Background: an optimization exercise with open tools, aiming at small area and a short achievable clock period. Do not read the settings as production practice. Where RTL was checked, it was by simulation tests only, not by an equivalence proof against the original. Only the layout flow was run in runs 8 and 9; the RTL was not checked for function there. Power is estimated from default activity; no workload was simulated.

--- design/flow/design.v ---
module CRD(
    input clock,
    input reset,
    input [4:0] data,
    output reg Z,
    output reg ADD,
    output reg DROP,
    output DROP_w
);
reg [4:0] data_r;
reg [4:0] Q;
reg p0, p4;
wire [4:0] flag_w = data ^ {5{data_r[4]}};
wire [4:0] pick = {flag_w[2] & ~flag_w[1] & ~flag_w[0],
                   flag_w[1] & ~flag_w[0],
                   flag_w[0],
                   flag_w[4] & ~flag_w[3] & ~flag_w[2] & ~flag_w[1] & ~flag_w[0],
                   flag_w[3] & ~flag_w[2] & ~flag_w[1] & ~flag_w[0]};
wire [4:0] Q_w = ((data != data_r) && (|pick)) ? pick : Q;
wire ADD_w = p0 & Q[4];
assign DROP_w = p4 & Q[0];
always @(posedge clock) begin
    if (reset) begin
        data_r <= 5'b0;
        Q <= 5'b00001;
        p0 <= 1'b1;
        p4 <= 1'b0;
        Z <= 1'b0;
        ADD <= 1'b0;
        DROP <= 1'b0;
    end else begin
        data_r <= data;
        Q <= Q_w;
        p0 <= Q[0];
        p4 <= Q[4];
        Z <= ADD_w ^ (|(data_r & Q));
        ADD <= ADD_w;
        DROP <= DROP_w;
    end
end
endmodule
module ad_fifo #(parameter N = 41)
(
    input  Clock, Reset,
    input  Z, Add, Drop, DropNext,
    output reg Underflow, Overflow, Data
);
localparam M = N / 2;           
reg [N-1:2] e_q, f_q;           
reg [N-1:1] d_q;
reg a1, z1;                     
reg [N-1:0] h;                  
reg T;                          
reg go;                         
wire [N-1:0] d = {d_q, Drop};
wire [N-1:0] e = {e_q, a1 | (Add & d_q[1]), Add};
wire [N-1:0] f = {f_q, d_q[1] ? Z : z1, ~Drop & Z};
wire [N-1:0] hs = (h & ~d) | ({1'b0, h[N-1:1]} & {1'b0, d[N-1:1]});
wire [N-1:0] h_n = (T | ~go) ? {h[N-2:0], 1'b0} : hs;
wire T_n = go & ~T & (|(h & e));
wire data_n = T ? ~Data & ~Overflow : go & (|(h & f));
wire under_n = go & ~T & hs[0] & ~Add & DropNext;
wire over_n = ~T & h[N-1] & e[N-1] & ~d[N-1];
always @(posedge Clock) begin
    e_q <= e[N-2:1];
    f_q <= f[N-2:1];
    a1 <= Add;
    z1 <= Z;
    d_q <= {d_q[N-2:1], Drop};
    if (Reset) begin
        h <= {{(N-1){1'b0}}, 1'b1};
        T <= 1'b0;
        go <= 1'b0;
        Data <= 1'b0;
        Underflow <= 1'b0;
        Overflow <= 1'b0;
    end else begin
        h <= h_n;
        T <= T_n;
        go <= go | h[M-1];
        Data <= data_n;
        Underflow <= under_n;
        Overflow <= over_n;
    end
end
endmodule
module dr_core
(
    input        clock_480,
    input        reset,
    input  [4:0] data_in,
    output       data_out,
    output       underflow,
    output       overflow
);
wire z_crd, add_crd, drop_crd, drop_next;
CRD crd(
    .clock(clock_480),
    .reset(reset),
    .data(data_in),
    .Z(z_crd),
    .ADD(add_crd),
    .DROP(drop_crd),
    .DROP_w(drop_next)
);
ad_fifo #(.N(41)) fifo
(
    .Clock(clock_480),
    .Reset(reset),
    .Z(z_crd),
    .Add(add_crd),
    .Drop(drop_crd),
    .DropNext(drop_next),
    .Underflow(underflow),
    .Overflow(overflow),
    .Data(data_out)
);
endmodule
--- design/flow/flow/run.sh ---
#!/bin/bash
# The standard layout, with clock tree synthesis told not to add dummy load
# cells for balancing (they are cell area that drives nothing) and to use a
# stronger buffer at the root of the tree.
set -euo pipefail
CTS="-sink_clustering_enable -repair_clock_nets -buf_list sky130_fd_sc_hd__clkbuf_8 -root_buf sky130_fd_sc_hd__clkbuf_16 -dont_use_dummy_load"
bash standard.sh finish "CTS_ARGS=$CTS" > standard.log 2>&1
--- design/flow/standard.sh ---
#!/bin/bash
# synth_recipe.tcl (not shown) runs the flow's synth.tcl, then flattens the netlist and writes it again
# the make line also repeats each setting of config.mk as NAME=value (left out here)
make -C /OpenROAD-flow-scripts/flow DESIGN_CONFIG=/design/flow/config.mk WORK_HOME=/design/flow/orfs CLKGATE_MAP_FILE= SYNTH_SCRIPT=/design/flow/synth_recipe.tcl "${@:-finish}"
--- design/flow/config.mk ---
export PLATFORM = sky130hd
export DESIGN_NAME = dr_core
export DESIGN_NICKNAME = dr_core
export VERILOG_FILES = /design/flow/design.v
export SDC_FILE = /design/flow/constraint.sdc
export NUM_CORES = 4
export LEC_CHECK = 0
export ABC_AREA = 1
export CAP_MARGIN = 20
export CORE_MARGIN = 2
export CORE_UTILIZATION = 60
export CTS_BUF_LIST = sky130_fd_sc_hd__clkbuf_8
export PLACE_DENSITY = 0.75
export SETUP_SLACK_MARGIN = 1.85
export SLEW_MARGIN = 20
--- design/flow/constraint.sdc ---
create_clock -name core_clock -period 3.3 [get_ports {clock_480}]
set_input_delay 0.6600 -clock core_clock [delete_from_list [all_inputs] [get_ports {clock_480}]]
set_output_delay 0.6600 -clock core_clock [all_outputs]
set_load 0.01 [all_outputs]
==> flow_summary.toml, run 1 <==
[timing]
slew_headroom_pct = 75.27
tightest_slew_ns = 0.3676
slew_violations = 0
period_minus_slack_ns = 1.471
whs_ns = 0.3280
hold_viol = 0
final.period_utilization_pct = 44.58
setup_viol = 0
fin_setup_tns_ns = 0
rsz0062_at_grt = "yes"
fin_skew_ns = 0.02275
fmax_mhz = 679.7

[cells_and_area]
layout_commonest_cell = "dfxtp_1"
nNetsFinal = 658
final_cell_mix = "dfxtp_1 (178), nand2_1 (164), inv_1 (59)"
antennaDiodeCount = 0
multiInputGateArea_um2 = 1780
drive_gt1_share_pct = 8.937
utilization_pct = 68.31
ff_latch_area_um2 = 3627
area_delta_synth_final_pct = 10.77
fillCellCount = 741

[yosys]
synth_cell_types = 30
synth_cells = 626
synth-seq-cells = 181
syn_area_per_cell_um2 = 9.060
yosys_warnings = 2
synth_seq_area_share_pct = 63.89
synth_nets = 633
synth_area_um2 = 5672

[worst_setup_path]
worstPathRequired_ns = 2.64
crit_slowest_cell = "dfxtp_2"
crit_family = "flip-flops"
critPathMaxStageDelay_ns = 0.33
crit_arrival_ns = 0.81
startpoint_type = "flip-flop"
path_class = "reg -> out"
timing.critical_path.buf_inv = 1
endpoint_kind = "output pin"
crit_path_cell_trace = "buf_6"
critPathMaxFanout = 2

[pwr]
ir_drop_mv = 0.4248
p_per_area_nw_per_um2 = 599.4
total_leakage_power_uw = 0.002638

[route]
wl_per_cell_um = 15.58
vias = 4171
wl_um = 11840
ant_nets = 0
post-route-drc-count = 0
avgViaCountPerCell = 5.488
drt-initial-drc-count = 208
drtPass1Iterations = 5

[clock_tree]
cts_sinks = 181
cts.reportedPaths.clkPinSlew_ns = 0.08
clkLatencyLatePin_ns = 0.37
cts_buffer_depth = 2
cts_tree = "built"
cts_made_buffers = 17
htree_levels = 4
cts-root-buf = "clkbuf_16"

[floorplan]
core_um2 = 9196
num_rows = 35
die_y_um = 101.2
die_x_um = 101.2
die_area_um2 = 10250
pin_count = 10
start_util_pct = 61.67

[global_routing]
grt_pass1_vias = 3899
grt_pass1_wl_um = 18170
track_usage_pct = 22.80
antenna_found_initial = 0
overflow = 0
grt_max_degree = 79

[job]
drv_cap = 0

[worst_hold_path]
min_path_type = "reg -> reg"

[placement]
portBuffers = 9
hpwl_um = 7461
gp_congestion = 0.8295

[run_status]
status = "finished clean"
## layer usage
metal  part of all wire [%]  track usage [%]  up-vias
li1                       -                -     2059
met1                     44            29.23     1968
met2                     48            37.85      124
met3                    6.1            6.625       20
met4                    1.8            6.341        0
met5                      0                0        -
## per-stage QoR
stage,instances,worst slack (ns),total power (uW),cell area (um^2)
floorplan,626,1.884,2572,5672
global placement,734,1.165,2637,5844
detailed placement,734,1.132,2648,5844
CTS,754,1.814,3756,6157
global route,760,1.797,3915,6282
finish,760,1.829,3765,6282
## final cells by class
class / count / area share (%)
timing repair buffer: 19 / 3.685
multi-input combinational: 369 / 28.34
sequential: 181 / 57.74
tap: 111 / 2.211
clock buffer: 17 / 3.904
inverter: 63 / 4.123
## synthesized netlist by cell type
cell | number | area (um^2)
and3b_1 | 1 | 8.760
xnor2_2 | 1 | 16.27
nand3b_1 | 1 | 7.510
nor3_1 | 1 | 5.000
nand2_2 | 6 | 37.54
inv_1 | 60 | 225.2
nor2_2 | 1 | 6.260
nand3_1 | 17 | 85.08
a21oi_1 | 47 | 235.2
o21ai_0 | 40 | 200.2
buf_2 | 6 | 30.03
dfxtp_1 | 181 | 3623
buf_6 | 1 | 11.26
nand2_4 | 1 | 11.26
o21a_1 | 1 | 7.510
and2_2 | 1 | 7.510
nor2_1 | 38 | 142.6
nand2_1 | 166 | 623.1
nor4_1 | 1 | 6.260
nor2_4 | 1 | 11.26
or2_4 | 1 | 8.760
a22oi_1 | 38 | 285.3
a21boi_0 | 1 | 7.510
or2_2 | 2 | 12.51
clkbuf_1 | 6 | 22.52
clkinv_1 | 1 | 3.750
buf_4 | 1 | 7.510
inv_2 | 1 | 3.750
inv_4 | 1 | 6.260
nand4_1 | 2 | 12.51
## flip-flops by register name, summed over array words and instances, names as in the netlist, 5 cells and up
name / cells
crd.data_r: 5
fifo.f_q: 39
fifo.e_q: 39
fifo.h: 41
fifo.d_q: 40
crd.Q: 5
## cell families (layout without fill, tap and decap cells)
logic type | count (synthesis) | count (layout) | synth area share [%]
simple gates | 240 | 240 | 17.38
flops | 181 | 181 | 63.89
compound gates | 127 | 127 | 12.97
buf+inv | 77 | 99 | 5.471
xor+xnor | 1 | 2 | 0.2869
## timing repair
item / 4_1_cts / 5_1_grt
buffers inserted: 2 / 2
gates resized for setup: 33 / 16
pin swaps: 4 / 3
endpoints found under the setup margin: 49 / 50
hold buffers: 0 / 0
cloned: 1 / 4
## path summary, 6_finish.rpt
check	from	to	slack, ns	cells after the start
worst min register to register	fifo.f_q[5]	fifo.f_q[6]	0.33	0
worst max register to register	crd.data_r[4]	crd.Q[1]	1.99	8
worst max-delay path	fifo.Overflow	overflow	1.83	1
worst min-delay path	fifo.f_q[5]	fifo.f_q[6]	0.33	0
## power breakdown
part | total, uW | switching, uW | internal, uW
logic | 237 | 137 | 99.8
clock network | 1120 | 637 | 488
registers | 2400 | 103 | 2300
==> inputs of run 2 (changes only) <==
--- a/design/flow/config.mk
+++ b/design/flow/config.mk
@@ -11,5 +11,5 @@
 export CORE_UTILIZATION = 60
-export CTS_BUF_LIST = sky130_fd_sc_hd__clkbuf_8
+export GPL_TIMING_DRIVEN = 0
 export PLACE_DENSITY = 0.75
-export SETUP_SLACK_MARGIN = 1.85
+export SETUP_SLACK_MARGIN = 1.75
 export SLEW_MARGIN = 20
==> flow_summary.toml, run 2 <==
[clock_tree]
cts.reportedPaths.clkPinSlew_ns = 0.08
cts_tree = "built"
cts_made_buffers = 17
cts_buffer_depth = 2
htree_levels = 4
cts_sinks = 181
cts-root-buf = "clkbuf_16"
clkLatencyLatePin_ns = 0.38

[yosys]
synth_cells = 626
yosysTopAreaCell = "dfxtp_1"
syn_area_per_cell_um2 = 9.060
yosys-top-cells-area = "dfxtp_1 (64%), nand2_1 (11%), a22oi_1 (5.0%), a21oi_1 (4.1%), inv_1 (4.0%)"
synthArstFlopShare_pct = 0
synth_cell_types = 30
yosys_warnings = 2
synth_flop_cell = "dfxtp_1"
synth_edf_count = 0
synth_top_area_share_pct = 63.89
ys_top_cells_by_count = "dfxtp_1 (181), nand2_1 (166), inv_1 (60)"
synth_area_um2 = 5672
yosysMostFrequentCell = "dfxtp_1"
synth_seq_area_share_pct = 63.89
synth_nets = 633
synth-seq-cells = 181

[floorplan]
die_x_um = 101.2
start_util_pct = 61.67
num_rows = 35
pin_count = 10
core_um2 = 9196
die_y_um = 101.2
die_area_um2 = 10250

[worst_setup_path]
rrSetupSlack_ns = 1.85
startpoint_type = "flip-flop"
cp_num_cells = 1
crit_path_cell_trace = "buf_2"
critPathMaxStageDelay_ns = 0.32
critPathMaxFanout = 1
timing.critical_path.buf_inv = 1
path_class = "reg -> out"
crit_slowest_cell = "dfxtp_1"
worstPathRequired_ns = 2.64
endpoint_kind = "output pin"
crit_family = "flip-flops"
crit_arrival_ns = 0.82
worst_r2r_path_depth = 6

[route]
post-route-drc-count = 0
wl_per_cell_um = 13.98
drtPass1Iterations = 6
drt-initial-drc-count = 162
ant_nets = 0
avgViaCountPerCell = 5.277
wl_um = 10680
vias = 4032

[global_routing]
overflow = 0
grt_max_degree = 17
grt_pass1_wl_um = 17820
track_usage_pct = 22.88
antenna_found_initial = 0
grt_pass1_vias = 3822

[timing]
slew_violations = 0
slew_headroom_pct = 68.03
fin_setup_tns_ns = 0
setup_ws_ns = 1.822
rsz0062_at_grt = "no"
hold_viol = 0
period_minus_slack_ns = 1.478
setup_viol = 0
fin_skew_ns = 0.02425
tightest_slew_ns = 0.4796
final.period_utilization_pct = 44.80
whs_ns = 0.3282
fmax_mhz = 676.4

[cells_and_area]
antennaDiodeCount = 0
fillCellCount = 739
largest_register_ffs = 41
layout_commonest_cell = "dfxtp_1"
fin_area_um2 = 6171
area_delta_synth_final_pct = 8.802
largest-register = "fifo.h"
final_cell_mix = "dfxtp_1 (179), nand2_1 (164), inv_1 (59)"
nNetsFinal = 662
multiInputGateArea_um2 = 1764
reg_top3 = "fifo.h (41), fifo.d_q (40)"
stdcell_count = 764
ff_latch_area_um2 = 3626
drive_gt1_share_pct = 8.729

[placement]
dp_slack_ns = 1.056
hpwl_um = 7883
place_area_um2 = 5901
portBuffers = 9
gp_congestion = 0.9139
dp.cells = 746

[pwr]
p_sw_uw = 853.7
pwr-share-clk_pct = 29.9
p_per_area_nw_per_um2 = 604.5
internal_power_uw = 2877
ir_drop_mv = 0.4333
seq_power_share_pct = 64.2
p_comb_share_pct = 5.8
total_leakage_power_uw = 0.002617
power_switching_share_pct = 22.88

[run_status]
status = "finished clean"

[job]
drv_cap = 0

[worst_hold_path]
hold_depth = 0
min_path_type = "reg -> reg"
[run 2: per-layer routing]
metal | wire [um] | GRT usage (%)
met5 | 0 | 0
met4 | 127 | 8.108
met3 | 385 | 7.039
met2 | 4980 | 36.93
met1 | 5188 | 29.29
[run 2: layout make-up]
cell class / instances / area share (%)
Inverter: 63 / 3.954
Clock buffer: 17 / 3.974
Tap cell: 111 / 2.251
Multi-Input combinational cell: 368 / 28.59
Sequential cell: 181 / 58.76
Buffer: 14 / 1.237
Timing Repair Buffer: 10 / 1.237
[run 2: through the flow]
stage | total power (uW) | utilization [%]
final | 3731 | 67.10
after global routing | 3882 | 67.10
after CTS | 3748 | 67.05
after detailed placement | 2657 | 64.16
after global placement | 2646 | 64.16
after floorplan | 2572 | -
[run 2: what timing repair did]
action | in CTS | in global routing
buffers inserted | 1 | 0
gates resized for setup | 30 | 2
pin swaps | 3 | 0
hold buffers | 0 | 0
endpoints found under the setup margin | 50 | 5
[run 2: final timing paths]
| path | from | to |
|---|---|---|
| setup / recovery | fifo.Underflow | underflow |
| hold / removal | fifo.f_q[5] | fifo.f_q[6] |
| setup reg to reg | fifo.go | fifo.h[22] |
| hold reg to reg | fifo.f_q[5] | fifo.f_q[6] |
[run 2: cells by family (layout without fill, tap and decap cells)]
family | count (synthesis) | count (layout) | synth area share (%)
and+or+nand+nor | 240 | 240 | 17.38
DFF | 181 | 181 | 63.89
AOI/OAI and AO/OA | 127 | 127 | 12.97
buffers and inverters | 77 | 104 | 5.471
xor gates and xnor gates | 1 | 1 | 0.2869
[run 2: power groups by stage]
stage          Sequential, uW  Combinational [uW]  Clock, uW
2_1_floorplan            2410                 160          0
3_3_place_gp             2440                 205          0
3_5_place_dp             2450                 212          0
4_1_cts                  2400                 216       1140
5_1_grt                  2410                 249       1220
6_report                 2400                 217       1120
==> inputs of run 3 (changes only) <==
--- a/design/flow/config.mk
+++ b/design/flow/config.mk
@@ -7,3 +7,2 @@
 export LEC_CHECK = 0
-export ABC_AREA = 1
 export CAP_MARGIN = 20
==> flow_summary.toml, run 3 <==
[run_status]
status = "finished clean"

[timing]
fin_skew_ns = 0.02823
tightest_slew_ns = 0.5169
hold_viol = 0
slew_violations = 0
final.period_utilization_pct = 56.55
whs_ns = 0.3196
rsz0062_at_grt = "yes"
fin_setup_tns_ns = 0
slew_headroom_pct = 65.54
fmax_mhz = 535.9
period_minus_slack_ns = 1.866
setup_viol = 0

[worst_setup_path]
crit_slowest_cell = "or4_4"
crit_arrival_ns = 2.11
critPathMaxFanout = 4
crit_path_cell_trace = "buf_8 -> or4_4 -> a21boi_2 -> o21ba_4 -> or2_1 -> buf_6 -> mux2_4"
endpoint_kind = "flip-flop"
path_class = "in -> reg"
rr_startpoint = "crd.data_r[4]"
startpoint_type = "primary input"
critPathMaxStageDelay_ns = 0.55
crit_family = "simple AND/OR/NAND/NOR gates"
startpoint = "data_in[1]"
timing.critical_path.buf_inv = 2
worstPathRequired_ns = 3.54

[cells_and_area]
drive_gt1_share_pct = 19.20
nNetsFinal = 535
final_cell_mix = "dfxtp_1 (159), nor2_1 (52), inv_1 (42), nor3_1 (42), a221oi_1 (42)"
antennaDiodeCount = 0
reg_top3 = "fifo.h (41), fifo.d_q (40)"
utilization_pct = 70.53
largest_register_ffs = 41
layout_commonest_cell = "dfxtp_1"
area_delta_synth_final_pct = 13.30
largest-register = "fifo.h"
fin_area_um2 = 6181

[floorplan]
die_y_um = 99.35
pin_count = 10
die_area_um2 = 9870
num_rows = 34
start_util_pct = 62.25
die_x_um = 99.35
core_um2 = 8763

[route]
top_layer = "met4"
wl_met3_um = 737
vias = 3819
drt-met1-wl_um = 5337
wl_per_cell_um = 18.65
drtPass1Iterations = 5
ant_nets = 0
post-route-drc-count = 0
avgViaCountPerCell = 6.024
met2WireLength_um = 5536
drt-initial-drc-count = 217
wl_um = 11820

[clock_tree]
clkLatencyLatePin_ns = 0.37
cts_buffer_depth = 2
cts_tree = "built"
cts_sinks = 181
cts_made_buffers = 17
cts.reportedPaths.clkPinSlew_ns = 0.09
cts-root-buf = "clkbuf_16"
htree_levels = 4

[pwr]
total_leakage_power_uw = 0.002288
p_per_area_nw_per_um2 = 610.8
ir_drop_mv = 0.3655

[yosys]
synth_nets = 501
synth_seq_area_share_pct = 66.42
synth_cells = 494
synthArstFlopShare_pct = 0
synth_top_area_share_pct = 66.42
yosysMostFrequentCell = "dfxtp_1"
ys_top_cells_by_count = "dfxtp_1 (181), nor2_1 (52), a221oi_1 (49)"
syn_area_per_cell_um2 = 11.04
yosys_warnings = 2
synth_area_um2 = 5455
yosysTopAreaCell = "dfxtp_1"
synth-seq-cells = 181
synth_edf_count = 0
synth_flop_cell = "dfxtp_1"
yosys-top-cells-area = "dfxtp_1 (66%), a221oi_1 (7.9%), nor3_1 (3.9%), nor2_1 (3.6%), inv_1 (2.9%)"
synth_cell_types = 44

[placement]
hpwl_um = 8066
portBuffers = 6
gp_congestion = 0.8982
place_area_um2 = 5667

[global_routing]
grt_max_degree = 17
grt_pass1_wl_um = 19130
antenna_found_initial = 0
track_usage_pct = 25.26
overflow = 0
grt_pass1_vias = 3652

[job]
drv_cap = 0

[worst_hold_path]
min_from = "fifo.e_q[13]"
min_path_type = "reg -> reg"
## run 3: changes by cell type in the layout (fill, tap and decap cells not counted), sizes merged, moves of 19 or more
cell    previous run  this run
a221oi             0        49
inv               62        42
a22oi             38        19
nor3               1        42
o21ai             40         3
nand2            173        16
a21oi             47         7
## run 3: area by class of cell
class,count,area [um^2]
fillers,647,2582
multi-input cells,250,1737
well taps,108,135.1
repair buffers,15,105.1
flip-flops and latches,181,3666
plain buffers,21,135.1
inverters,42,157.7
clock buffers,17,245.2
## run 3: report_power, final
part           internal, uW  total (uW)  switching (uW)  leakage (uW)
Clock                   488        1110             627      0.000127
Sequential             2290        2420             124       0.00148
Combinational           112         243             131      0.000677
Total                  2890        3780             882       0.00229
## run 3: cells by family (layout without fill, tap and decap cells)
| logic type | count (synthesis) | after routing | synth area share, % |
|---|---|---|---|
| simple gates | 141 | 141 | 12.27 |
| xor+xnor | 6 | 6 | 0.9633 |
| compound gates | 100 | 100 | 15.02 |
| mux | 3 | 3 | 0.6650 |
| buf+inv | 63 | 95 | 4.656 |
| flops | 181 | 181 | 66.42 |
## run 3: routing by layer
layer  track usage [%]  vias to the layer above
li1                  -                     1813
met1             36.05                     1857
met2             38.88                      130
met3             5.411                       19
met4             7.903                        0
met5                 0                        -
## run 3: timing repair
action,CTS,global route
setup endpoints to repair,60,43
pin swaps,10,4
hold buffers,0,0
resized for setup,74,24
buffers inserted,8,1
## run 3: metrics by stage
stage	instances	power, uW	worst slack [ns]
finish	634	3775	1.434
global route	634	3926	1.414
CTS	633	3769	1.450
detailed placement	608	2662	0.6175
global placement	608	2651	0.6318
floorplan	494	2568	1.159
## run 3: final timing paths
path                  endpoint  slack [ns]  cells after the start
hold / removal    fifo.e_q[14]        0.32                      0
hold reg to reg   fifo.e_q[14]        0.32                      0
setup reg to reg      crd.Q[3]        1.51                      6
setup / recovery      crd.Q[3]        1.43                      7
==> inputs of run 4 (changes only) <==
--- a/design/flow/config.mk
+++ b/design/flow/config.mk
@@ -7,7 +7,8 @@
 export LEC_CHECK = 0
+export ABC_AREA = 1
 export CAP_MARGIN = 20
 export CORE_MARGIN = 2
-export CORE_UTILIZATION = 60
+export CORE_UTILIZATION = 50
 export GPL_TIMING_DRIVEN = 0
-export PLACE_DENSITY = 0.75
+export PLACE_DENSITY = 0.7
 export SETUP_SLACK_MARGIN = 1.75
==> flow_summary.toml, run 4 <==
[cells_and_area]
largest-register = "fifo.h"
fillCellCount = 1030
largest_register_ffs = 41
area_delta_synth_final_pct = 9.574
layout_commonest_cell = "dfxtp_1"
antennaDiodeCount = 0
stdcell_count = 794
drive_gt1_share_pct = 8.257
nNetsFinal = 663
multiInputGateArea_um2 = 1770
fin_area_um2 = 6215
reg_top3 = "fifo.h (41), fifo.d_q (40)"
final_cell_mix = "dfxtp_1 (180), nand2_1 (166), inv_1 (60)"
ff_latch_area_um2 = 3625

[timing]
fmax_mhz = 671.1
slew_headroom_pct = 66.78
rsz0062_at_grt = "no"
setup_viol = 0
whs_ns = 0.3402
fin_setup_tns_ns = 0
period_minus_slack_ns = 1.490
setup_ws_ns = 1.810
tightest_slew_ns = 0.4983
final.period_utilization_pct = 45.15
hold_viol = 0
fin_skew_ns = 0.02609
slew_violations = 0

[clock_tree]
cts.reportedPaths.clkPinSlew_ns = 0.08
htree_levels = 4
cts-root-buf = "clkbuf_16"
clkLatencyLatePin_ns = 0.38
cts_tree = "built"
cts_buffer_depth = 2
cts_made_buffers = 17
cts_sinks = 181

[yosys]
synth_flop_cell = "dfxtp_1"
synth-xor-area-share_pct = 0.2868
synthArstFlopShare_pct = 0
synth_nets = 633
synth_area_um2 = 5672
yosysMostFrequentCell = "dfxtp_1"
syn_area_per_cell_um2 = 9.060
synth_simple_gate_area_share_pct = 17.38
synth-seq-cells = 181
synth_fa_ha_area_share_pct = 0
yosysTopAreaCell = "dfxtp_1"
synth_cell_types = 30
yosys-top-cells-area = "dfxtp_1 (64%), nand2_1 (11%), a22oi_1 (5.0%), a21oi_1 (4.1%), inv_1 (4.0%)"
synth_top_family_by_area = "simple AND/OR/NAND/NOR gates"
synth_edf_count = 0
yosys_warnings = 2
synth_cells = 626
synthMuxAreaShare_pct = 0
synth_top_area_share_pct = 63.89
synth_compound_area_share_pct = 12.97
ys_top_cells_by_count = "dfxtp_1 (181), nand2_1 (166), inv_1 (60)"
synth_seq_area_share_pct = 63.89

[route]
wl_per_cell_um = 14.10
avgViaCountPerCell = 5.115
drtPass1Iterations = 5
post-route-drc-count = 0
drt-initial-drc-count = 356
ant_nets = 0
wl_um = 11200
vias = 4061

[worst_setup_path]
critPathMaxFanout = 2
crit_slowest_cell = "dfxtp_1"
startpoint_type = "flip-flop"
crit_path_cell_trace = "buf_2"
crit_family = "flip-flops"
crit_arrival_ns = 0.83
timing.critical_path.buf_inv = 1
endpoint_kind = "output pin"
critPathMaxStageDelay_ns = 0.33
worstPathRequired_ns = 2.64
path_class = "reg -> out"

[floorplan]
die_x_um = 110.5
pin_count = 10
die_area_um2 = 12210
die_y_um = 110.5
start_util_pct = 51.86
num_rows = 38
core_um2 = 10940

[global_routing]
grt_pass1_wl_um = 18660
antenna_found_initial = 0
track_usage_pct = 19.17
grt_max_degree = 17
grt_pass1_vias = 3966
overflow = 0

[placement]
hpwl_um = 7957
gp_congestion = 0.8685
dp.cells = 775
place_area_um2 = 5937
dp_slack_ns = 1.027
portBuffers = 9

[pwr]
ir_drop_mv = 0.3229
p_per_area_nw_per_um2 = 603.0
total_leakage_power_uw = 0.002632

[worst_hold_path]
min_path_type = "reg -> reg"

[run_status]
status = "finished clean"

[job]
drv_cap = 0
run 4: cell families after synthesis:
| group | count (synthesis) |
|---|---|
| simple gates | 240 |
| flops | 181 |
| xor+xnor | 1 |
| buf+inv | 77 |
| compound gates | 127 |
run 4: area by class of cell:
type                       count  area share (%)
clock buffer                  17           3.946
tap                          140           2.819
timing repair buffer          10           1.268
buffer                        14           1.228
inverter                      63           3.926
sequential                   181           58.33
multi-input combinational    369           28.49
run 4: layer usage:
metal | up-vias | global-route usage (%) | part of all wire, %
met5 | - | 0 | 0
met4 | 0 | 7.500 | 1.7
met3 | 19 | 5.543 | 4.2
met2 | 58 | 30.51 | 47
met1 | 1916 | 24.70 | 47
li1 | 2068 | - | -
run 4: metrics by stage:
stage	utilization [%]	power (uW)
after global routing	56.83	3903
after floorplan	-	2572
after detailed placement	54.29	2660
final	56.83	3747
after CTS	56.66	3771
after global placement	54.29	2649
run 4: path summary, 6_finish.rpt:
kind              cells past startpoint           end  slack [ns]          from
setup / recovery                      1      data_out        1.81     fifo.Data
hold / removal                        0  fifo.f_q[39]        0.34  fifo.f_q[38]
setup reg to reg                      6    fifo.h[22]        1.83       fifo.go
hold reg to reg                       0  fifo.f_q[39]        0.34  fifo.f_q[38]
run 4: timing repair:
action                     4_1_cts  5_1_grt
cloned                           0        1
pin swaps                        2        1
buffers inserted                 1        0
hold buffers                     0        0
resized for setup               23        5
setup endpoints to repair       51        7
run 4: report_power, final:
part / internal [uW] / switching (uW) / total [uW] / leakage [uW]
Sequential: 2300 / 98.0 / 2400 / 0.00147
Clock: 488 / 641 / 1130 / 0.000127
Combinational: 89.3 / 132 / 221 / 0.00103
==> inputs of run 5 (changes only) <==
--- a/design/flow/config.mk
+++ b/design/flow/config.mk
@@ -10,5 +10,4 @@
 export CORE_MARGIN = 2
-export CORE_UTILIZATION = 50
-export GPL_TIMING_DRIVEN = 0
-export PLACE_DENSITY = 0.7
+export CORE_UTILIZATION = 75
+export PLACE_DENSITY = 0.9
 export SETUP_SLACK_MARGIN = 1.75
==> flow_summary.toml, run 5 <==
[floorplan]
die_area_um2 = 8274
num_rows = 31
die_x_um = 90.96
core_um2 = 7292
die_y_um = 90.96
start_util_pct = 77.78
pin_count = 10

[yosys]
synth_seq_area_share_pct = 63.89
yosysMostFrequentCell = "dfxtp_1"
synth-seq-cells = 181
synth_area_um2 = 5672
synthArstFlopShare_pct = 0
ys_top_cells_by_count = "dfxtp_1 (181), nand2_1 (166), inv_1 (60)"
synth_nets = 633
synth_top_area_share_pct = 63.89
syn_area_per_cell_um2 = 9.060
yosys-top-cells-area = "dfxtp_1 (64%), nand2_1 (11%), a22oi_1 (5.0%), a21oi_1 (4.1%), inv_1 (4.0%)"
synth_flop_cell = "dfxtp_1"
synth_edf_count = 0
synth_cell_types = 30
yosys_warnings = 2
synth_cells = 626
yosysTopAreaCell = "dfxtp_1"

[timing]
hold_viol = 0
final.period_utilization_pct = 45.46
fin_setup_tns_ns = 0
slew_violations = 0
rsz0062_at_grt = "yes"
slew_headroom_pct = 68.60
fmax_mhz = 666.6
tightest_slew_ns = 0.4709
period_minus_slack_ns = 1.500
fin_skew_ns = 0.02296
setup_viol = 0
whs_ns = 0.3331

[placement]
hpwl_um = 7660
portBuffers = 9
dp.cells = 722
gp_congestion = 0.9088
place_area_um2 = 5829

[route]
avgViaCountPerCell = 5.701
wl_um = 11870
drt-initial-drc-count = 327
post-route-drc-count = 0
vias = 4236
ant_nets = 0
drtPass1Iterations = 5
wl_per_cell_um = 15.97

[job]
drv_cap = 0

[clock_tree]
cts-root-buf = "clkbuf_16"
cts.reportedPaths.clkPinSlew_ns = 0.08
htree_levels = 4
clkLatencyLatePin_ns = 0.38
postCtsHoldBufs = 0
cts_sinks = 181
cts_made_buffers = 17
cts_buffer_depth = 2
cts_tree = "built"

[cells_and_area]
nNetsFinal = 653
stdcell_count = 743
antennaDiodeCount = 0
ff_latch_area_um2 = 3625
layout_commonest_cell = "dfxtp_1"
fillCellCount = 396
drive_gt1_share_pct = 7.764
utilization_pct = 84.47
area_delta_synth_final_pct = 8.604
final_cell_mix = "dfxtp_1 (180), nand2_1 (163), inv_1 (60)"
largest-register = "fifo.h"
fin_area_um2 = 6160
multiInputGateArea_um2 = 1788
largest_register_ffs = 41
reg_top3 = "fifo.h (41), fifo.d_q (40)"

[worst_hold_path]
min_path_type = "reg -> reg"

[worst_setup_path]
path_class = "in -> reg"
startpoint_type = "primary input"
worstPathRequired_ns = 3.58
endpoint_kind = "flip-flop"
crit_arrival_ns = 1.78
critPathMaxFanout = 41

[pwr]
power_switching_share_pct = 23.09
p_sw_uw = 863.5
total_leakage_power_uw = 0.002592
ir_drop_mv = 0.5244
p_comb_share_pct = 6.0
pwr-share-clk_pct = 29.7
internal_power_uw = 2877
p_per_area_nw_per_um2 = 607.2
seq_power_share_pct = 64.3

[global_routing]
grt_pass1_wl_um = 18980
overflow = 0
grt_pass1_vias = 4074
grt_max_degree = 79
track_usage_pct = 29.17
antenna_found_initial = 0

[run_status]
status = "finished clean"
-- run 5: cell count changes in the layout (fill, tap and decap cells not counted), sizes merged --
cell,before,now
dlygate4sd2,5,2
clkbuf,23,18
buf,12,7
clkdlybuf4s15,0,2
clkdlybuf4s50,0,1
-- run 5: repair_timing --
action	in CTS	in global routing
pin swaps	3	3
cloned	0	1
endpoints found under the setup margin	49	44
gates resized for setup	26	9
setup buffers	1	2
-- run 5: power by group through the flow --
| stage | Combinational (uW) | Clock [uW] | Sequential [uW] |
|---|---|---|---|
| 2_1_floorplan | 160 | 0 | 2410 |
| 3_3_place_gp | 188 | 0 | 2440 |
| 3_5_place_dp | 200 | 0 | 2450 |
| 4_1_cts | 209 | 1120 | 2400 |
| 5_1_grt | 251 | 1190 | 2420 |
| 6_report | 225 | 1110 | 2400 |
-- run 5: kinds of logic (layout without fill, tap and decap cells) --
logic type / Yosys count / after routing / synth area share (%)
buffers and inverters: 77 / 94 / 5.471
AO/OA/AOI/OAI: 127 / 127 / 12.97
flip-flops: 181 / 181 / 63.89
AND/OR/NAND/NOR: 240 / 240 / 17.38
XOR/XNOR: 1 / 2 / 0.2869
-- run 5: critical path, cell delays in order --
cell and delay (ns):
clkdlybuf4s50_1 0.41, buf_6 0.14, clkinv_4 0.08, buf_12 0.19, o21ai_0 0.12, a21oi_1 0.15
-- run 5: routing by layer --
| layer | wire (um) | global-route usage, % |
|---|---|---|
| met5 | 0 | 0 |
| met2 | 5985 | 51.05 |
| met1 | 4786 | 35.70 |
| met4 | 294 | 9.470 |
| met3 | 799 | 6.805 |
-- run 5: path summary, 6_finish.rpt --
path | from | to | slack, ns | depth (start not counted)
max reg2reg | crd.data_r[4] | crd.Q[0] | 1.87 | 9
max | reset | fifo.h[18] | 1.80 | 6
min | fifo.f_q[35] | fifo.f_q[36] | 0.33 | 0
min reg2reg | fifo.f_q[35] | fifo.f_q[36] | 0.33 | 0
-- run 5: area by class of cell --
type                    instances  share of cell area, %
repair buffers                 14                  2.092
well taps                      99                  2.011
multi-input cells             369                  29.03
clock buffers                  17                  3.981
inverters                      63                  4.042
flip-flops and latches        181                  58.85
-- run 5: metrics by stage --
step,worst slack (ns),total power [uW]
after CTS,1.678,3725
after detailed placement,1.099,2649
after global routing,1.700,3860
final,1.800,3740
after floorplan,1.884,2572
after global placement,1.233,2632
==> inputs of run 6 (changes only) <==
==> design/flow/flow/run.sh (replaced) <==
#!/bin/bash
# The standard layout, with clock tree synthesis told not to add dummy load
# cells for balancing (they are cell area that drives nothing), to use a
# stronger buffer at the root of the tree and larger sink clusters.
set -euo pipefail
CTS="-sink_clustering_enable -repair_clock_nets -buf_list sky130_fd_sc_hd__clkbuf_8 -root_buf sky130_fd_sc_hd__clkbuf_16 -sink_clustering_size 20 -sink_clustering_max_diameter 100 -dont_use_dummy_load"
bash standard.sh finish "CTS_ARGS=$CTS" > standard.log 2>&1
--- a/design/flow/config.mk
+++ b/design/flow/config.mk
@@ -10,4 +10,5 @@
 export CORE_MARGIN = 2
-export CORE_UTILIZATION = 75
-export PLACE_DENSITY = 0.9
+export CORE_UTILIZATION = 60
+export CTS_BUF_LIST = sky130_fd_sc_hd__clkbuf_8
+export PLACE_DENSITY = 0.75
 export SETUP_SLACK_MARGIN = 1.75
==> flow_summary.toml, run 6 <==
[floorplan]
start_util_pct = 61.67
die_area_um2 = 10250
pin_count = 10
die_y_um = 101.2
num_rows = 35
core_um2 = 9196
die_x_um = 101.2

[global_routing]
antenna_found_initial = 0
grt_pass1_wl_um = 18070
grt_pass1_vias = 3877
grt_max_degree = 79
overflow = 0
track_usage_pct = 22.67

[pwr]
p_per_area_nw_per_um2 = 605.4
ir_drop_mv = 0.4259
total_leakage_power_uw = 0.002602

[route]
drtPass1Iterations = 4
ant_nets = 0
wl_um = 11240
avgViaCountPerCell = 5.411
vias = 4085
drt-initial-drc-count = 229
post-route-drc-count = 0
wl_per_cell_um = 14.89

[yosys]
yosysMostFrequentCell = "dfxtp_1"
synthArstFlopShare_pct = 0
synth_cells = 626
synth_top_area_share_pct = 63.89
yosys-top-cells-area = "dfxtp_1 (64%), nand2_1 (11%), a22oi_1 (5.0%), a21oi_1 (4.1%), inv_1 (4.0%)"
synth_nets = 633
synth-seq-cells = 181
yosys_warnings = 2
synth_cell_types = 30
synth_edf_count = 0
yosysTopAreaCell = "dfxtp_1"
synth_seq_area_share_pct = 63.89
syn_area_per_cell_um2 = 9.060
ys_top_cells_by_count = "dfxtp_1 (181), nand2_1 (166), inv_1 (60)"
synth_flop_cell = "dfxtp_1"
synth_area_um2 = 5672

[cells_and_area]
drive_gt1_share_pct = 7.453
antennaDiodeCount = 0
largest_register_ffs = 41
largest-register = "fifo.h"
reg_top3 = "fifo.h (41), fifo.d_q (40)"
fin_area_um2 = 6181
area_delta_synth_final_pct = 8.979
layout_commonest_cell = "dfxtp_1"
fillCellCount = 759
utilization_pct = 67.21
nNetsFinal = 653
final_cell_mix = "dfxtp_1 (179), nand2_1 (165), inv_1 (60)"

[timing]
fin_skew_ns = 0.01981
tightest_slew_ns = 0.3979
final.period_utilization_pct = 45.30
period_minus_slack_ns = 1.495
slew_violations = 0
slew_headroom_pct = 73.24
fin_setup_tns_ns = 0
setup_viol = 0
fmax_mhz = 668.9
setup_ws_ns = 1.805
rsz0062_at_grt = "no"
hold_viol = 0

[worst_setup_path]
crit_slowest_cell = "dfxtp_1"
timing.critical_path.buf_inv = 1
critPathMaxStageDelay_ns = 0.34
crit_path_cell_trace = "clkbuf_2"
crit_family = "flip-flops"
path_class = "reg -> out"
crit_arrival_ns = 0.83
critPathMaxFanout = 2
worstPathRequired_ns = 2.64
endpoint_kind = "output pin"
startpoint_type = "flip-flop"

[clock_tree]
cts_tree = "built"
cts_sinks = 181
cts-root-buf = "clkbuf_16"
cts_made_buffers = 17
cts_buffer_depth = 2
htree_levels = 4
clkLatencyLatePin_ns = 0.37
cts.reportedPaths.clkPinSlew_ns = 0.08
postCtsHoldBufs = 0

[placement]
place_area_um2 = 5844
gp_congestion = 0.8295
hpwl_um = 7461
dp_slack_ns = 1.132
portBuffers = 9

[job]
drv_cap = 0

[run_status]
status = "finished clean"

[worst_hold_path]
min_path_type = "reg -> reg"
[run 6: cell counts after synthesis]
Identical to the previous run, type by type.
[run 6: layout make-up]
| cell class | count | area [um^2] | share of cell area (%) |
|---|---|---|---|
| inverters | 63 | 249.0 | 4.028 |
| repair buffers | 14 | 143.9 | 2.328 |
| clock buffers | 17 | 245.2 | 3.968 |
| multi-input cells | 369 | 1778 | 28.77 |
| well taps | 111 | 138.9 | 2.247 |
| flip-flops and latches | 181 | 3626 | 58.66 |
[run 6: repair_timing]
action	4_1_cts	5_1_grt
buffers inserted	2	0
gates cloned	0	2
gates resized for setup	25	7
endpoints found under the setup margin	49	8
pin swaps	3	2
[run 6: kinds of logic after synthesis]
group	Yosys count	synth area share [%]
AND/OR/NAND/NOR	240	17.38
flip-flops	181	63.89
AO/OA/AOI/OAI	127	12.97
buffers and inverters	77	5.471
XOR/XNOR	1	0.2869
[run 6: final timing paths]
| check | slack (ns) | cells past startpoint | endpoint | startpoint |
|---|---|---|---|---|
| worst max-delay path | 1.81 | 1 | data_out | fifo.Data |
| worst max register to register | 1.94 | 9 | crd.Q[4] | crd.data_r[4] |
| worst min-delay path | 0.33 | 0 | fifo.f_q[6] | fifo.f_q[5] |
| worst min register to register | 0.33 | 0 | fifo.f_q[6] | fifo.f_q[5] |
[run 6: layer usage]
metal | GRT usage [%] | part of all wire (%) | vias to the layer above
met5 | 0 | 0 | -
met4 | 6.861 | 1.6 | 0
met3 | 6.625 | 5.0 | 17
met2 | 37.34 | 48 | 102
met1 | 29.07 | 46 | 1916
li1 | - | - | 2050
[run 6: metrics by stage]
| step | instances | power, uW | hold slack [ns] |
|---|---|---|---|
| 2_1_floorplan | 626 | 2572 | 0.3308 |
| 3_3_place_gp | 734 | 2637 | 0.3322 |
| 3_5_place_dp | 734 | 2648 | 0.3349 |
| 4_1_cts | 753 | 3751 | 0.3296 |
| 5_1_grt | 755 | 3899 | 0.3259 |
| 6_report | 755 | 3742 | 0.3328 |
[run 6: report_power, final]
| group | leakage [uW] | switching (uW) | total [uW] | internal [uW] |
|---|---|---|---|---|
| Clock | 0.000127 | 633 | 1120 | 488 |
| Sequential | 0.00147 | 103 | 2400 | 2300 |
| Combinational | 0.00100 | 129 | 218 | 89.2 |
==> inputs of run 7 (changes only) <==
==> design/flow/flow/run.sh (replaced) <==
#!/bin/bash
# The standard layout, with clock tree synthesis told not to add dummy load
# cells for balancing (they are cell area that drives nothing), to use a
# stronger buffer at the root of the tree and larger sink clusters.
set -euo pipefail
CTS="-sink_clustering_enable -repair_clock_nets -buf_list sky130_fd_sc_hd__clkbuf_16 -root_buf sky130_fd_sc_hd__clkbuf_16 -sink_clustering_size 30 -sink_clustering_max_diameter 120 -dont_use_dummy_load"
bash standard.sh finish "CTS_ARGS=$CTS" > standard.log 2>&1
==> flow_summary.toml, run 7 <==
[floorplan]
core_um2 = 9196
pin_count = 10
die_y_um = 101.2
die_x_um = 101.2
num_rows = 35
start_util_pct = 61.67
die_area_um2 = 10250

[placement]
hpwl_um = 7461
portBuffers = 9
gp_congestion = 0.8295
place_area_um2 = 5844

[timing]
rsz0062_at_grt = "no"
tightest_slew_ns = 0.4003
final.period_utilization_pct = 45.82
setup_viol = 0
slew_violations = 0
period_minus_slack_ns = 1.512
fin_setup_tns_ns = 0
fin_skew_ns = 0.01395
fmax_mhz = 661.4
hold_viol = 0
slew_headroom_pct = 73.07

[global_routing]
grt_max_degree = 79
grt_util_met1_pct = 29.83
grt_pass1_wl_um = 18660
antenna_found_initial = 0
use_met3_pct = 6.280
overflow = 0
use_met2_pct = 39.74
globalRoute.busiestLayer = "met2"
track_usage_pct = 23.59
grt_pass1_vias = 3964

[pwr]
p_sw_uw = 917.8
total_leakage_power_uw = 0.002661
p_per_area_nw_per_um2 = 664.2
p_comb_share_pct = 5.0
power_switching_share_pct = 21.84
ir_drop_mv = 0.5796
internal_power_uw = 3284
seq_power_share_pct = 57.3
pwr-share-clk_pct = 37.6

[worst_setup_path]
worstPathRequired_ns = 2.64
endpoint_kind = "output pin"
startpoint_type = "flip-flop"
crit_arrival_ns = 0.85
crit_family = "flip-flops"
critPathMaxFanout = 2
critPathMaxStageDelay_ns = 0.32
timing.critical_path.buf_inv = 1
path_class = "reg -> out"
crit_slowest_cell = "dfxtp_2"
crit_path_cell_trace = "buf_2"

[clock_tree]
cts_buffer_depth = 2
cts_tree = "built"
cts_sinks = 181
clkLatencyLatePin_ns = 0.41
postCtsHoldBufs = 0
cts.reportedPaths.clkPinSlew_ns = 0.06
cts_made_buffers = 17
htree_levels = 4
cts-root-buf = "clkbuf_16"

[job]
drv_cap = 0

[yosys]
syn_area_per_cell_um2 = 9.060
synth_cell_types = 30
yosysTopAreaCell = "dfxtp_1"
yosys-top-cells-area = "dfxtp_1 (64%), nand2_1 (11%), a22oi_1 (5.0%), a21oi_1 (4.1%), inv_1 (4.0%)"
synth_top_area_share_pct = 63.89
synth-seq-cells = 181
synth_edf_count = 0
synth_flop_cell = "dfxtp_1"
synth_cells = 626
yosys_warnings = 2
yosysMostFrequentCell = "dfxtp_1"
ys_top_cells_by_count = "dfxtp_1 (181), nand2_1 (166), inv_1 (60)"
synthArstFlopShare_pct = 0
synth_seq_area_share_pct = 63.89
synth_area_um2 = 5672
synth_nets = 633

[cells_and_area]
layout_commonest_cell = "dfxtp_1"
final_cell_mix = "dfxtp_1 (178), nand2_1 (165), inv_1 (60)"
reg_top3 = "fifo.h (41), fifo.d_q (40)"
nNetsFinal = 652
area_delta_synth_final_pct = 11.54
antennaDiodeCount = 0
drive_gt1_share_pct = 7.465
largest_register_ffs = 41
utilization_pct = 68.79
fin_area_um2 = 6326
largest-register = "fifo.h"

[route]
ant_nets = 0
drtPass1Iterations = 6
wl_um = 11180
drt-initial-drc-count = 181
post-route-drc-count = 0
avgViaCountPerCell = 5.398
vias = 4070
wl_per_cell_um = 14.83

[worst_hold_path]
min_path_type = "reg -> reg"

[run_status]
status = "finished clean"
==> run 7: kinds of logic after synthesis <==
| group | synth area share (%) |
|---|---|
| AO/OA/AOI/OAI | 12.97 |
| AND/OR/NAND/NOR | 17.38 |
| flip-flops | 63.89 |
| XOR/XNOR | 0.2869 |
| buffers and inverters | 5.471 |
==> run 7: area by class of cell <==
cell class / instances / area [um^2]
Timing Repair Buffer: 14 / 130.1
Fill cell: 736 / 2870
Tap cell: 111 / 138.9
Inverter: 63 / 247.7
Multi-Input combinational cell: 368 / 1757
Sequential cell: 181 / 3627
Clock buffer: 17 / 425.4
==> run 7: layer usage <==
metal / part of all wire (%) / up-vias
met3: 3.8 / 16
li1: - / 2050
met1: 46 / 1916
met4: 1.5 / 0
met5: 0 / -
met2: 49 / 88
==> run 7: power by group through the flow <==
stage | clock network, uW | registers (uW) | logic [uW]
floorplan | 0 | 2410 | 160
global placement | 0 | 2450 | 191
detailed placement | 0 | 2450 | 199
CTS | 1610 | 2400 | 206
global route | 1710 | 2420 | 240
finish | 1580 | 2410 | 212
==> run 7: through the flow <==
stage,total power (uW),instances,setup WS [ns],hold WS [ns]
after floorplan,2572,626,1.884,0.3308
after global placement,2637,734,1.165,0.3322
after detailed placement,2648,734,1.132,0.3349
after CTS,4225,752,1.751,0.3413
after global routing,4371,754,1.754,0.3416
final,4202,754,1.788,0.3415
==> run 7: final timing paths <==
check / from / end / slack (ns) / cells past startpoint
max: fifo.Data / data_out / 1.79 / 1
max reg2reg: crd.data_r[4] / crd.Q[4] / 1.96 / 9
min: fifo.f_q[5] / fifo.f_q[6] / 0.34 / 0
min reg2reg: fifo.f_q[5] / fifo.f_q[6] / 0.34 / 0
==> run 7: timing repair <==
action,in CTS,in global routing
buffers inserted,1,2
hold endpoints to repair,0,0
pin swaps,3,0
cloned,0,0
endpoints found under the setup margin,49,44
resized for setup,24,8
==> inputs of run 8 (changes only) <==
--- a/design/flow/design.v
+++ b/design/flow/design.v
@@ -9,20 +9,22 @@
 );
-reg [4:0] data_r;
-reg [4:0] Q;
-reg p0, p4;
-wire [4:0] flag_w = data ^ {5{data_r[4]}};
-wire [4:0] pick = {flag_w[2] & ~flag_w[1] & ~flag_w[0],
-                   flag_w[1] & ~flag_w[0],
-                   flag_w[0],
-                   flag_w[4] & ~flag_w[3] & ~flag_w[2] & ~flag_w[1] & ~flag_w[0],
-                   flag_w[3] & ~flag_w[2] & ~flag_w[1] & ~flag_w[0]};
-wire [4:0] Q_w = ((data != data_r) && (|pick)) ? pick : Q;
-wire ADD_w = p0 & Q[4];
-assign DROP_w = p4 & Q[0];
+reg [4:0] d1, d2;
+reg [4:0] Qp;
+wire [4:0] flag = d1 ^ {5{d2[4]}};
+wire [4:0] pick = {flag[2] & ~flag[1] & ~flag[0],
+                   flag[1] & ~flag[0],
+                   flag[0],
+                   flag[4] & ~flag[3] & ~flag[2] & ~flag[1] & ~flag[0],
+                   flag[3] & ~flag[2] & ~flag[1] & ~flag[0]};
+wire sel = (d1 != d2) && (|flag);
+wire [4:0] Qc = sel ? pick : Qp;
+wire ADD_w = Qp[0] & sel & pick[4];
+wire z_pick = (Qp[0] & pick[4]) ^ (|(d1 & pick));
+wire z_hold = |(d1 & Qp);
+wire z_w = sel ? z_pick : z_hold;
+assign DROP_w = Qp[4] & Qc[0];
 always @(posedge clock) begin
     if (reset) begin
-        data_r <= 5'b0;
-        Q <= 5'b00001;
-        p0 <= 1'b1;
-        p4 <= 1'b0;
+        d1 <= 5'b0;
+        d2 <= 5'b0;
+        Qp <= 5'b00001;
         Z <= 1'b0;
@@ -31,7 +33,6 @@
     end else begin
-        data_r <= data;
-        Q <= Q_w;
-        p0 <= Q[0];
-        p4 <= Q[4];
-        Z <= ADD_w ^ (|(data_r & Q));
+        d1 <= data;
+        d2 <= d1;
+        Qp <= Qc;
+        Z <= z_w;
         ADD <= ADD_w;
==> design/flow/flow/run.sh (replaced) <==
#!/bin/bash
# The standard layout, with clock tree synthesis told not to add dummy load
# cells for balancing (they are cell area that drives nothing) and to use a
# stronger buffer at the root of the tree.
set -euo pipefail
CTS="-sink_clustering_enable -repair_clock_nets -buf_list sky130_fd_sc_hd__clkbuf_8 -root_buf sky130_fd_sc_hd__clkbuf_16 -dont_use_dummy_load"
bash standard.sh finish "CTS_ARGS=$CTS" > standard.log 2>&1
==> flow_summary.toml, run 8 <==
[timing]
setup_viol = 0
slew_violations = 0
final.period_utilization_pct = 45.14
rsz0062_at_grt = "yes"
tightest_slew_ns = 0.5148
fmax_mhz = 671.3
fin_skew_ns = 0.02317
period_minus_slack_ns = 1.490
setup_ws_ns = 1.810
hold_viol = 0
fin_setup_tns_ns = 0
slew_headroom_pct = 65.60

[pwr]
ir_drop_mv = 0.5066
p_sw_uw = 921.9
p_comb_share_pct = 6.8
power_switching_share_pct = 23.56
total_power_uw = 3912
internal_power_uw = 2990
total_leakage_power_uw = 0.002529
seq_power_share_pct = 64.4
p_per_area_nw_per_um2 = 619.2
pwr-share-clk_pct = 28.7

[worst_setup_path]
path_class = "reg -> out"
worst_r2r_path_depth = 11
crit_family = "flip-flops"
crit_path_cell_trace = "buf_2"
rrSetupSlack_ns = 1.85
crit_arrival_ns = 0.83
crit_slowest_cell = "dfxtp_1"
startpoint = "fifo.Overflow"
rr_startpoint = "crd.d1[0]"
critPathMaxFanout = 2
worstPathRequired_ns = 2.64
startpoint_type = "flip-flop"
critPathMaxStageDelay_ns = 0.33
rr_endpoint = "fifo.Underflow"
timing.critical_path.buf_inv = 1
endpoint_kind = "output pin"

[yosys]
yosysMostFrequentCell = "dfxtp_1"
synth_top_area_share_pct = 63.93
synthMuxAreaShare_pct = 0
synth_simple_gate_area_share_pct = 15.61
synth_edf_count = 0
synth-xor-area-share_pct = 0.1520
synthArstFlopShare_pct = 0
synth_fa_ha_area_share_pct = 0
syn_area_per_cell_um2 = 9.175
synth_cells = 628
yosys_warnings = 2
synth_nets = 635
synth-seq-cells = 184
ys_top_cells_by_count = "dfxtp_1 (184), nand2_1 (135), inv_1 (74)"
synth_area_um2 = 5762
synth_seq_area_share_pct = 63.93
synth_compound_area_share_pct = 13.94
synth_flop_cell = "dfxtp_1"
yosys-top-cells-area = "dfxtp_1 (64%), nand2_1 (8.8%), a22oi_1 (4.8%), inv_1 (4.8%), a21oi_1 (4.3%)"
synth_cell_types = 26
synth_top_family_by_area = "simple AND/OR/NAND/NOR gates"
yosysTopAreaCell = "dfxtp_1"

[floorplan]
die_x_um = 102.0
num_rows = 35
die_area_um2 = 10400
start_util_pct = 62.06
pin_count = 10
die_y_um = 102.0
core_um2 = 9284

[cells_and_area]
area_delta_synth_final_pct = 9.663
layout_commonest_cell = "dfxtp_1"
antennaDiodeCount = 0
largest-register = "fifo.h"
stdcell_count = 778
largest_register_ffs = 41
reg_top3 = "fifo.h (41), fifo.d_q (40)"
final_cell_mix = "dfxtp_1 (178), nand2_1 (135), inv_1 (71)"
nNetsFinal = 658
drive_gt1_share_pct = 8.475

[placement]
gp_congestion = 0.9127
dp_slack_ns = 0.8045
portBuffers = 9
hpwl_um = 7639
dp.cells = 753

[clock_tree]
cts.reportedPaths.clkPinSlew_ns = 0.09
htree_levels = 4
cts_buffer_depth = 2
cts_sinks = 184
cts-root-buf = "clkbuf_16"
clkLatencyLatePin_ns = 0.37
cts_made_buffers = 17
cts_tree = "built"
postCtsHoldBufs = 0

[job]
drv_cap = 0

[worst_hold_path]
min_from = "fifo.e_q[10]"
hold_depth = 0
min_path_type = "reg -> reg"
min_to = "fifo.e_q[11]"

[route]
ant_nets = 0
wl_um = 11360
post-route-drc-count = 0
drtPass1Iterations = 5
wl_per_cell_um = 14.61
drt-initial-drc-count = 262
vias = 4149
avgViaCountPerCell = 5.333

[global_routing]
overflow = 0
grt_pass1_wl_um = 18710
grt_max_degree = 41
track_usage_pct = 23.75
antenna_found_initial = 0
grt_pass1_vias = 3972

[run_status]
status = "finished clean"
## run 8: power groups by stage
stage | registers [uW] | logic [uW] | clock network [uW]
CTS | 2520 | 254 | 1140
floorplan | 2520 | 190 | 0
detailed placement | 2570 | 235 | 0
global placement | 2560 | 225 | 0
finish | 2520 | 266 | 1120
global route | 2540 | 304 | 1230
## run 8: cells by family after synthesis
logic type      Yosys count
xor+xnor                  1
compound gates          138
flops                   184
simple gates            213
buf+inv                  92
## run 8: area by class of cell
| cell class | instances | area (um^2) |
|---|---|---|
| Sequential cell | 184 | 3694 |
| Fill cell | 755 | 2965 |
| Multi-Input combinational cell | 354 | 1742 |
| Inverter | 76 | 294.0 |
| Clock buffer | 17 | 245.2 |
| Timing Repair Buffer | 17 | 175.2 |
| Tap cell | 129 | 161.4 |
| Timing Repair inverter | 1 | 7.507 |
## run 8: per-stage QoR
stage / hold WS (ns) / util [%] / cell area, um^2
final: 0.3260 / 68.06 / 6319
after global routing: 0.3329 / 68.06 / 6319
after CTS: 0.3293 / 67.68 / 6284
after detailed placement: 0.3350 / 64.27 / 5967
after global placement: 0.3323 / 64.27 / 5967
after floorplan: 0.3308 / - / 5762
## run 8: worst max path at each step
stage,cells past startpoint,slack [ns],to
after global placement,6,0.95,fifo.h[17]
after floorplan,3,1.91,crd.d1[0]
after global routing,11,1.70,fifo.Underflow
final,1,1.81,overflow
after CTS,1,1.75,underflow
after detailed placement,6,0.80,fifo.h[16]
## run 8: per-layer routing
metal | vias to the layer above | global-route usage, % | wire length (um)
li1 | 2082 | - | -
met1 | 1973 | 30.73 | 5324
met2 | 81 | 38.92 | 5463
met3 | 13 | 6.430 | 456
met4 | 0 | 7.897 | 119
met5 | - | 0 | 0
## run 8: repair_timing
action                                  CTS  global route
endpoints found under the setup margin   51            24
cloned                                    4             0
setup buffers                             1             3
resized for setup                        22             9
pin swaps                                 1             1
==> inputs of run 9 (changes only) <==
==> design/flow/design.v (replaced) <==
module CRD(
    input clock,
    input reset,
    input [4:0] data,
    output reg CRD,
    output reg ADD,
    output reg DROP,
    output DROP_w
);
reg [4:0] data_r, flag_r;
reg [2:0] ctrl_r;
reg [2:0] ctrl_w;
wire [4:0] flag_w = (data == data_r) ? flag_r : data ^ {5{data_r[4]}};
always @(*) begin
    if (flag_r[0]) ctrl_w = 3'd2;
    else if (flag_r[1]) ctrl_w = 3'd3;
    else if (flag_r[2]) ctrl_w = 3'd4;
    else if (flag_r[3]) ctrl_w = 3'd0;
    else if (flag_r[4]) ctrl_w = 3'd1;
    else ctrl_w = ctrl_r;
end
wire wrap = (ctrl_r[1:0] == ctrl_w[1:0]) && (ctrl_r[2] != ctrl_w[2]);
wire ADD_w = wrap & !ctrl_r[2];
assign DROP_w = wrap & ctrl_r[2];
always @(posedge clock) begin
    if (reset) begin
        data_r <= 5'b0;
        flag_r <= 5'b0;
        ctrl_r <= 3'b0;
        CRD <= 1'b0;
        ADD <= 1'b0;
        DROP <= 1'b0;
    end else begin
        data_r <= data;
        flag_r <= flag_w;
        ctrl_r <= ctrl_w;
        CRD <= data_r[ctrl_w];
        ADD <= ADD_w;
        DROP <= DROP_w;
    end
end
endmodule
module ad_fifo #(parameter N = 41)
(
    input  Clock, Reset,
    input  CRD, Add, Drop, DropNext,
    output reg Underflow, Overflow, Data
);
localparam M = N / 2;           
reg [N-1:0] c;                  
reg [N-1:1] a_q, d_q;           
reg [N-1:0] h;                  
reg T;                          
reg [4:0] cnt;
reg go;                         
wire [N-1:0] a = {a_q, Add};
wire [N-1:0] d0 = {d_q, Drop};
wire [N-1:0] d = d0 & ~({{(N-1){1'b0}}, ~go} << M);
wire [N-1:0] ag = a & ~({{(N-1){1'b0}}, ~go} << M);
wire [N:0] hx = {1'b0, h};                     
wire [N:0] dx = {1'b0, d};
wire [N-1:0] cp = {c[N-2:0], CRD};             
wire [N-1:0] h_n;
wire [N-1:0] add_hit;
genvar i;
generate
    for (i = 0; i < N; i = i + 1) begin : g_cell
        if (i == 0)
            assign h_n[i] = T ? 1'b0 : (h[i] & ~d[i]) | (hx[i+1] & dx[i+1]);
        else
            assign h_n[i] = T ? h[i-1] : (h[i] & ~d[i]) | (hx[i+1] & dx[i+1]);
        assign add_hit[i] = ag[i] & (h[i] | (hx[i+1] & dx[i+1]));
    end
endgenerate
wire T_n = ~T & (|add_hit);
wire data_n = go & (T_n ^ (|(h_n & cp)));
wire under_n = h_n[0] & DropNext & ~(~T & add_hit[0]);
wire over_n = ~T & h[N-1] & ag[N-1];
always @(posedge Clock) begin
    c <= cp;
    a_q <= a[N-2:0];
    d_q <= d0[N-2:0];
    if (Reset) begin
        h <= {{(N-1){1'b0}}, 1'b1} << M;
        T <= 1'b0;
        cnt <= 5'd0;
        go <= 1'b0;
        Data <= 1'b0;
        Underflow <= 1'b0;
        Overflow <= 1'b0;
    end else begin
        h <= h_n;
        T <= T_n;
        if (!go) cnt <= cnt + 5'd1;
        go <= go | (cnt == 5'd21);
        Data <= data_n;
        Underflow <= under_n;
        Overflow <= over_n;
    end
end
endmodule
module dr_core
(
    input        clock_480,
    input        reset,
    input  [4:0] data_in,
    output       data_out,
    output       underflow,
    output       overflow
);
wire dout_crd, add_crd, drop_crd, drop_next;
CRD crd(
    .clock(clock_480),
    .reset(reset),
    .data(data_in),
    .CRD(dout_crd),
    .ADD(add_crd),
    .DROP(drop_crd),
    .DROP_w(drop_next)
);
ad_fifo #(.N(41)) fifo
(
    .Clock(clock_480),
    .Reset(reset),
    .CRD(dout_crd),
    .Add(add_crd),
    .Drop(drop_crd),
    .DropNext(drop_next),
    .Underflow(underflow),
    .Overflow(overflow),
    .Data(data_out)
);
endmodule
==> design/flow/run.sh (new file) <==
#!/bin/bash
# synth_recipe.tcl (not shown) runs the flow's synth.tcl, then flattens the netlist and writes it again
# the make line also repeats each setting of config.mk as NAME=value (left out here)
make -C /OpenROAD-flow-scripts/flow DESIGN_CONFIG=/design/flow/config.mk WORK_HOME=/design/flow/orfs CLKGATE_MAP_FILE= SYNTH_SCRIPT=/design/flow/synth_recipe.tcl finish
==> design/flow/config.mk (replaced) <==
export PLATFORM = sky130hd
export DESIGN_NAME = dr_core
export DESIGN_NICKNAME = dr_core
export VERILOG_FILES = /design/flow/design.v
export SDC_FILE = /design/flow/constraint.sdc
export NUM_CORES = 4
export LEC_CHECK = 0
export CAP_MARGIN = 20
export CORE_MARGIN = 2
export CORE_UTILIZATION = 40
export PLACE_DENSITY = 0.6
export SLEW_MARGIN = 20
removed: design/flow/flow/run.sh
removed: design/flow/standard.sh
==> flow_summary.toml, run 9 <==
[yosys]
synth_compound_area_share_pct = 16.05
synth_top_area_share_pct = 59.64
synth_seq_area_share_pct = 59.64
yosysMostFrequentCell = "dfxtp_1"
synth_top_family_by_area = "simple AND/OR/NAND/NOR gates"
synth_cell_types = 50
synthArstFlopShare_pct = 0
synth_nets = 614
yosys_warnings = 2
synth_edf_count = 0
synth_simple_gate_area_share_pct = 17.98
yosysTopAreaCell = "dfxtp_1"
syn_area_per_cell_um2 = 10.38
synthMuxAreaShare_pct = 0.5182
synth_flop_cell = "dfxtp_1"
synth-seq-cells = 187
synth_area_um2 = 6277
synth_cells = 605
ys_top_cells_by_count = "dfxtp_1 (187), nor2_1 (45), nor2b_1 (42)"
synth_fa_ha_area_share_pct = 0.3986
yosys-top-cells-area = "dfxtp_1 (60%), nor2b_1 (4.2%), nand2b_1 (3.4%), nor2_1 (2.7%), o31ai_1 (2.5%)"
synth-xor-area-share_pct = 1.953

[cells_and_area]
area_delta_synth_final_pct = 14.91
drive_gt1_share_pct = 6.793
stdcell_count = 844
largest-register = "fifo.h"
final_cell_mix = "dfxtp_1 (186), nor2_1 (45), nor2b_1 (42)"
fin_area_um2 = 7213
layout_commonest_cell = "dfxtp_1"
largest_register_ffs = 41
nNetsFinal = 629
antennaDiodeCount = 0

[clock_tree]
cts_setup_buffers = 0
cts-root-buf = "clkbuf_16"
htree_levels = 4
cts_tree = "built"
clkLatencyLatePin_ns = 0.43
cts_made_buffers = 17
cts_sinks = 187
cts_buffer_depth = 2
postCtsHoldBufs = 0
cts.reportedPaths.clkPinSlew_ns = 0.06
post_cts_resized = 0

[worst_setup_path]
rr_endpoint = "fifo.Data"
worst_r2r_path_depth = 7
cp-endpoint = "fifo.Data"
startpoint = "fifo.T"
crit_family = "flip-flops"
cp_num_cells = 7
timing.critical_path.buf_inv = 1
startpoint_type = "flip-flop"
endpoint_kind = "flip-flop"
critPathMaxStageDelay_ns = 0.75
crit_arrival_ns = 3.01
critPathMaxFanout = 33
crit_path_cell_trace = "clkinv_1 -> o21ai_0 -> o22ai_1 -> nor4_1 -> nand4_1 -> xnor2_1 -> nor3b_1"
rr_startpoint = "fifo.T"
path_class = "reg -> reg"
rrSetupSlack_ns = 0.64
crit_slowest_cell = "dfxtp_2"
worstPathRequired_ns = 3.65

[global_routing]
overflow = 0
grt_pass1_wl_um = 22780
grt_pass1_vias = 4334
grt_max_degree = 38
track_usage_pct = 18.17
antenna_found_initial = 0

[timing]
slew_headroom_pct = 49.40
hold_viol = 0
tightest_slew_ns = 0.7494
rsz0062_at_grt = "no"
whs_ns = 0.3447
fin_setup_tns_ns = 0
final.period_utilization_pct = 80.60
slew_violations = 0
period_minus_slack_ns = 2.660
fmax_mhz = 376.0
fin_skew_ns = 0.004615
setup_viol = 0

[route]
wl_per_cell_um = 16.95
wl_um = 14310
avgViaCountPerCell = 5.203
drt-initial-drc-count = 348
ant_nets = 0
post-route-drc-count = 0
drtPass1Iterations = 4
vias = 4391

[pwr]
seq_power_share_pct = 50.8
p_comb_share_pct = 6.1
p_per_area_nw_per_um2 = 690.2
internal_power_uw = 3859
power_switching_share_pct = 22.49
total_power_uw = 4979
total_leakage_power_uw = 0.002682
ir_drop_mv = 0.3658
p_sw_uw = 1120
pwr-share-clk_pct = 43.1

[placement]
place_area_um2 = 6586
portBuffers = 9
gp_congestion = 0.8438
dp.cells = 812
hpwl_um = 10480

[job]
drv_cap = 0

[run_status]
status = "finished clean"

[floorplan]
die_area_um2 = 16710
pin_count = 10
die_x_um = 129.3
num_rows = 45
start_util_pct = 41.14
core_um2 = 15260
die_y_um = 129.3

[worst_hold_path]
min_path_type = "reg -> reg"
[run 9: routing by layer]
metal  vias up  track usage [%]  part of all wire, %
met3        28            4.789                  5.1
met4         0            8.504                  2.7
met5         -                0                    0
li1       2164                -                    -
met2        89            28.92                   46
met1      2110            23.12                   46
[run 9: how the worst min path moves through the flow]
stage	start	endpoint	slack, ns	cells after the start
after global placement	fifo.a_q[11]	fifo.a_q[12]	0.33	0
after CTS	crd.DROP	fifo.d_q[1]	0.35	0
after detailed placement	crd.DROP	fifo.d_q[1]	0.33	0
after global routing	fifo.a_q[29]	fifo.a_q[30]	0.35	0
final	crd.DROP	fifo.d_q[1]	0.34	0
after floorplan	fifo.a_q[19]	fifo.a_q[20]	0.32	0
[run 9: kinds of logic after synthesis]
kind of cell	after synthesis
compound gates	141
flops	187
mux	2
buf+inv	53
xor+xnor	14
simple gates	206
fa+ha+maj	2
[run 9: power by group through the flow]
stage / Clock [uW] / Combinational (uW) / Sequential [uW]
after detailed placement: 0 / 304 / 2580
after CTS: 2180 / 306 / 2530
after global routing: 2270 / 341 / 2550
after global placement: 0 / 299 / 2570
after floorplan: 0 / 247 / 2520
final: 2140 / 305 / 2530
[run 9: worst reg2reg max path, stage by stage (launching register included)]
cell and delay (ns):
dfxtp_2 0.75, clkinv_1 0.63, o21ai_0 0.33, o22ai_1 0.10
nor4_1 0.30, nand4_1 0.16, xnor2_1 0.15, nor3b_1 0.16
[run 9: final cells by class]
| cell class | count | area [um^2] |
|---|---|---|
| timing repair buffer | 16 | 137.6 |
| sequential | 187 | 3745 |
| tap | 211 | 264.0 |
| fill | 1399 | 8045 |
| multi-input combinational | 365 | 2316 |
| inverter | 33 | 123.9 |
| clock inverter | 11 | 166.4 |
| clock buffer | 21 | 460.4 |
[run 9: per-stage QoR]
step           utilization, %  setup slack [ns]
6_report                47.27            0.6402
5_1_grt                 47.27            0.3170
4_1_cts                 47.27            0.6640
2_1_floorplan               -             1.306
3_5_place_dp            43.17            0.6683
3_3_place_gp            43.17            0.7152

[re-timing with driven ports]
In the flow no input, the clock included, has a driving cell. The finished layouts below were timed again as built, in two steps.
Step 1 (the two cells are an assumption about what drives the block):
set clk [get_ports {clock_480}]
set_driving_cell -lib_cell sky130_fd_sc_hd__clkbuf_16 $clk
set_driving_cell -lib_cell sky130_fd_sc_hd__buf_2 [delete_from_list [all_inputs] $clk]
Step 2 adds t to the input delays and takes it off the output delays; t is the mean of the earliest and latest rising clock arrival at the registers after step 1. Input paths then give back, and output paths get back, about the clock's delay inside the block.
Slacks: no drivers / after step 1 / after step 2; pairs: no drivers / after step 1.
run	t (ns)	setup WS [ns]	hold WS [ns]
run 1	0.398	1.829 / 1.790 / 1.479	0.328 / 0.328 / 0.328
run 2	0.402	1.822 / 1.784 / 1.468	0.328 / 0.328 / 0.328
run 3	0.391	1.434 / 1.434 / 1.043	0.320 / 0.320 / 0.320
run 4	0.414	1.810 / 1.767 / 1.468	0.340 / 0.340 / 0.340
run 5	0.398	1.800 / 1.782 / 1.420	0.333 / 0.333 / 0.333
run 6	0.401	1.805 / 1.764 / 1.464	0.333 / 0.333 / 0.333
run 7	0.441	1.788 / 1.748 / 1.431	0.341 / 0.341 / 0.341
run 8	0.398	1.810 / 1.772 / 1.542	0.326 / 0.326 / 0.326
run 9	0.469	0.640 / 0.640 / 0.640	0.345 / 0.345 / 0.345
After both steps setup and hold are still met in every run listed. For run 3, which loses most, drivers alone change the setup slack by 0.000 ns; drivers and shift together by -0.391 ns.
